Background: an optimization exercise with open tools, aiming at small area, a short achievable clock period and few clock cycles per item. Do not read the settings as production practice. Where RTL was checked, it was by simulation tests only, not by an equivalence proof against the original.

before:
==> flow/design.v <==
module gost89_sbox #(parameter integer I = 0) (
  input      [3:0] in,
  output     [3:0] out
);
  localparam [511:0] SBOX = 512'h4a92d80e6b1c7f53eb4c6dfa23810759581da342efc7609b7da1089fe46cb2536c715fd84a9e03b24ba0721d36859cfedb413f590ae7682c1fd057a4923e6b8c;
  localparam [63:0]  ROW  = SBOX[511-64*I -: 64];
  assign out = ROW[63 - 4*in -: 4];
endmodule
module gost89_round(
  input  [31:0] key,
  input  [31:0] n1,
  input  [31:0] n2,
  output [31:0] out1,
  output [31:0] out2
);
  wire [31:0] sum;
  gost89_add32 add(.a(n1), .b(key), .s(sum));
  wire [31:0] s;
  genvar i;
  generate
    for (i = 0; i < 8; i = i + 1) begin : g_sb
      gost89_sbox #(.I(i)) sb(.in(sum[4*i +: 4]), .out(s[4*i +: 4]));
    end
  endgenerate
  assign out1 = {s[20:0], s[31:21]} ^ n2;
  assign out2 = n1;
endmodule
module gost89_add32(input [31:0] a, input [31:0] b, output [31:0] s);
  wire [31:0] g = a & b, p = a ^ b;
  wire [7:0] G, P;
  genvar j;
  generate for (j = 0; j < 8; j = j + 1) begin : grp
    wire [3:0] gg = g[4*j +: 4], pp = p[4*j +: 4];
    assign G[j] = gg[3] | (pp[3] & gg[2]) | (pp[3] & pp[2] & gg[1]) | (pp[3] & pp[2] & pp[1] & gg[0]);
    assign P[j] = &pp;
  end endgenerate
  wire [7:0] G1, P1, G2, P2, G3;
  generate for (j = 0; j < 8; j = j + 1) begin : l1
    if (j >= 1) begin assign G1[j] = G[j] | (P[j] & G[j-1]); assign P1[j] = P[j] & P[j-1]; end
    else begin assign G1[j] = G[j]; assign P1[j] = P[j]; end
  end endgenerate
  generate for (j = 0; j < 8; j = j + 1) begin : l2
    if (j >= 2) begin assign G2[j] = G1[j] | (P1[j] & G1[j-2]); assign P2[j] = P1[j] & P1[j-2]; end
    else begin assign G2[j] = G1[j]; assign P2[j] = P1[j]; end
  end endgenerate
  generate for (j = 0; j < 8; j = j + 1) begin : l3
    if (j >= 4) begin assign G3[j] = G2[j] | (P2[j] & G2[j-4]); end
    else begin assign G3[j] = G2[j]; end
  end endgenerate
  wire [7:0] C = {G3[6:0], 1'b0};
  generate for (j = 0; j < 8; j = j + 1) begin : nib
    wire [3:0] gg = g[4*j +: 4], pp = p[4*j +: 4];
    wire c0 = C[j];
    wire c1 = gg[0] | (pp[0] & c0);
    wire c2 = gg[1] | (pp[1] & gg[0]) | (pp[1] & pp[0] & c0);
    wire c3 = gg[2] | (pp[2] & gg[1]) | (pp[2] & pp[1] & gg[0]) | (pp[2] & pp[1] & pp[0] & c0);
    assign s[4*j +: 4] = pp ^ {c3, c2, c1, c0};
  end endgenerate
endmodule
module gost89_ofb_encrypt(
  input              clk,
  input              reset,
  input              load_data,
  input              load_IV,
  input      [255:0] key,
  input      [63:0]  in,
  input      [63:0]  IV,
  output     [63:0]  out,
  output reg         busy
);
  reg  [31:0] a, b;      
  reg  [31:0] rk;        
  reg  [4:0]  cnt;       
  function [2:0] kidx(input [4:0] r);
    kidx = r[2:0] ^ {3{r[4] & r[3]}};
  endfunction
  function [31:0] ksel(input [255:0] k, input [2:0] i);
    ksel = k[255 - 32*i -: 32];
  endfunction
  wire [31:0] ra, rb;
  gost89_round rnd(.key(rk), .n1(a), .n2(b), .out1(ra), .out2(rb));
  wire [4:0] cnt_inc = cnt + 5'd1;
  wire        ld_iv = load_data & load_IV;
  wire [31:0] fm    = load_data ? 32'd0 : (ra ^ b);
  wire [2:0] ki = load_data ? 3'd0 : kidx(cnt_inc);
  reg  [31:0] kmux;
  integer i;
  always @* begin
    kmux = 32'd0;
    for (i = 0; i < 8; i = i + 1)
      kmux = kmux | (ksel(key, i) & {32{ki == i}});
  end
  always @(posedge clk) begin
    if (load_data || busy) begin
      a <= ld_iv ? IV[63:32] : (b ^ fm);
      b <= ld_iv ? IV[31:0]  : a;
    end
    if (load_data)
      busy <= 1'b1;
    else if (reset || cnt == 5'd31)
      busy <= 1'b0;
    cnt <= load_data ? 5'd0 : cnt_inc;
    rk  <= kmux;
  end
  assign out = {b, a} ^ in;
endmodule
clock: 10.0 ns
lec_check: 0
cap_margin: 20
core_margin: 2
core_utilization: 50
setup_slack_margin: 5
slew_margin: 20
standard.sh (not shown) runs the stock make flow with config.mk's settings and CLKGATE_MAP_FILE= SYNTH_SCRIPT=/design/flow/synth_recipe.tcl, a recipe that flattens the netlist after the stock synthesis.
==> flow/flow/run.sh <==
#!/bin/bash
# The standard ORFS layout (standard.sh) with these changes:
#  - the port buffers that buffer_ports puts on every input and output are the
#    smallest buffer (sky130_fd_sc_hd__buf_1) instead of ORFS's default choice;
#    the resizer may still upsize any of them where timing needs it;
#  - synthesis skips the extraction of full/half adder cells (extract_fa), so
#    ABC maps all of the combinational logic itself;
#  - the pin placer keeps each in[i] next to out[i] (out = KS ^ in is a
#    combinational port-to-port path);
#  - the resizer aims at a setup slack of 5.6 ns.
# standard.sh's output (every tool's) goes to standard.log; ORFS keeps per-step logs too.
args=""
for i in $(seq 0 63); do args="$args -group_pins {in[$i] out[$i]}"; done
export PLACE_PINS_ARGS="$args"
export BUFFER_PORTS_ARGS="-buffer_cell sky130_fd_sc_hd__buf_1"
export ADDER_MAP_FILE=
bash standard.sh SETUP_SLACK_MARGIN=5.6 finish > standard.log 2>&1
Relative to before, the following input files were edited for after:
==> flow/design.v <==
module gost89_sbox #(parameter integer I = 0) (
  input      [3:0] in,
  output     [3:0] out
);
  localparam [511:0] SBOX = 512'h4a92d80e6b1c7f53eb4c6dfa23810759581da342efc7609b7da1089fe46cb2536c715fd84a9e03b24ba0721d36859cfedb413f590ae7682c1fd057a4923e6b8c;
  localparam [63:0]  ROW  = SBOX[511-64*I -: 64];
  assign out = ROW[63 - 4*in -: 4];
endmodule
module gost89_round(
  input  [31:0] key,
  input  [31:0] n1,
  input  [31:0] n2,
  output [31:0] out1,
  output [31:0] out2
);
  wire [31:0] sum = n1 + key;
  wire [31:0] s;
  genvar i;
  generate
    for (i = 0; i < 8; i = i + 1) begin : g_sb
      gost89_sbox #(.I(i)) sb(.in(sum[4*i +: 4]), .out(s[4*i +: 4]));
    end
  endgenerate
  assign out1 = {s[20:0], s[31:21]} ^ n2;
  assign out2 = n1;
endmodule
module gost89_ofb_encrypt(
  input              clk,
  input              reset,
  input              load_data,
  input              load_IV,
  input      [255:0] key,
  input      [63:0]  in,
  input      [63:0]  IV,
  output     [63:0]  out,
  output reg         busy
);
  reg  [31:0] a, b;      
  reg  [31:0] rk;        
  reg  [4:0]  cnt;       
  function [2:0] kidx(input [4:0] r);
    kidx = r[2:0] ^ {3{r[4] & r[3]}};
  endfunction
  function [31:0] ksel(input [255:0] k, input [2:0] i);
    ksel = k[255 - 32*i -: 32];
  endfunction
  wire [31:0] ra, rb;
  gost89_round rnd(.key(rk), .n1(a), .n2(b), .out1(ra), .out2(rb));
  wire [4:0] cnt_inc = cnt + 5'd1;
  wire        ld_iv = load_data & load_IV;
  wire [31:0] fm    = load_data ? 32'd0 : (ra ^ b);
  wire [2:0] ki = load_data ? 3'd0 : kidx(cnt_inc);
  reg  [31:0] kmux;
  integer i;
  always @* begin
    kmux = 32'd0;
    for (i = 0; i < 8; i = i + 1)
      kmux = kmux | (ksel(key, i) & {32{ki == i}});
  end
  always @(posedge clk) begin
    if (load_data || busy) begin
      a <= ld_iv ? IV[63:32] : (b ^ fm);
      b <= ld_iv ? IV[31:0]  : a;
    end
    if (load_data)
      busy <= 1'b1;
    else if (reset || cnt == 5'd31)
      busy <= 1'b0;
    cnt <= load_data ? 5'd0 : cnt_inc;
    rk  <= kmux;
  end
  assign out = {b, a} ^ in;
endmodule
--- outcome ---
after does better than before on wire length of the first global-routing pass. The fmax of after and that of before are within noise of each other. after vs. before: layout buffer count excluding clock buffers went down by 16. Against before, after reports a sequential share of cell area that is higher. Comparing before and after, the lower depth of the worst hold-timing path was measured on after.
Testbench counts of after, summed over its fixed seeds: cycles 33,792, items 1,024.
Function not checked in before: the RTL went through the layout flow alone.

## static timing again, ports no longer ideal
How much do the figures lean on ideal ports? The routed layouts below were timed once more, with nothing changed but the port constraints. Step 1, drivers: a clkbuf_16 drives clk and a buf_2 each remaining input, both assumed. Step 2, shift: input delay + t, output delay - t, t = (earliest + latest rising clock arrival at the registers) / 2. This alone moves slack from input paths to output paths. Slacks: no drivers / after step 1 / after step 2; pairs: no drivers / after step 1.
run | shift t [ns] | setup WS [ns] | clock arrival spread, ns | worst slew at a driven data input, ns | cell pins on the clock port's net
before | 0.404 | 5.574 / 5.551 / 5.442 | 0.010 / 0.010 | 0.17 | 1
after | 0.414 | 5.565 / 5.538 / 5.519 | 0.012 / 0.011 | 0.21 | 1
After both steps setup and hold are still met in every run listed. For before, which loses most, drivers alone change the setup slack by -0.023 ns; drivers and shift together by -0.132 ns.
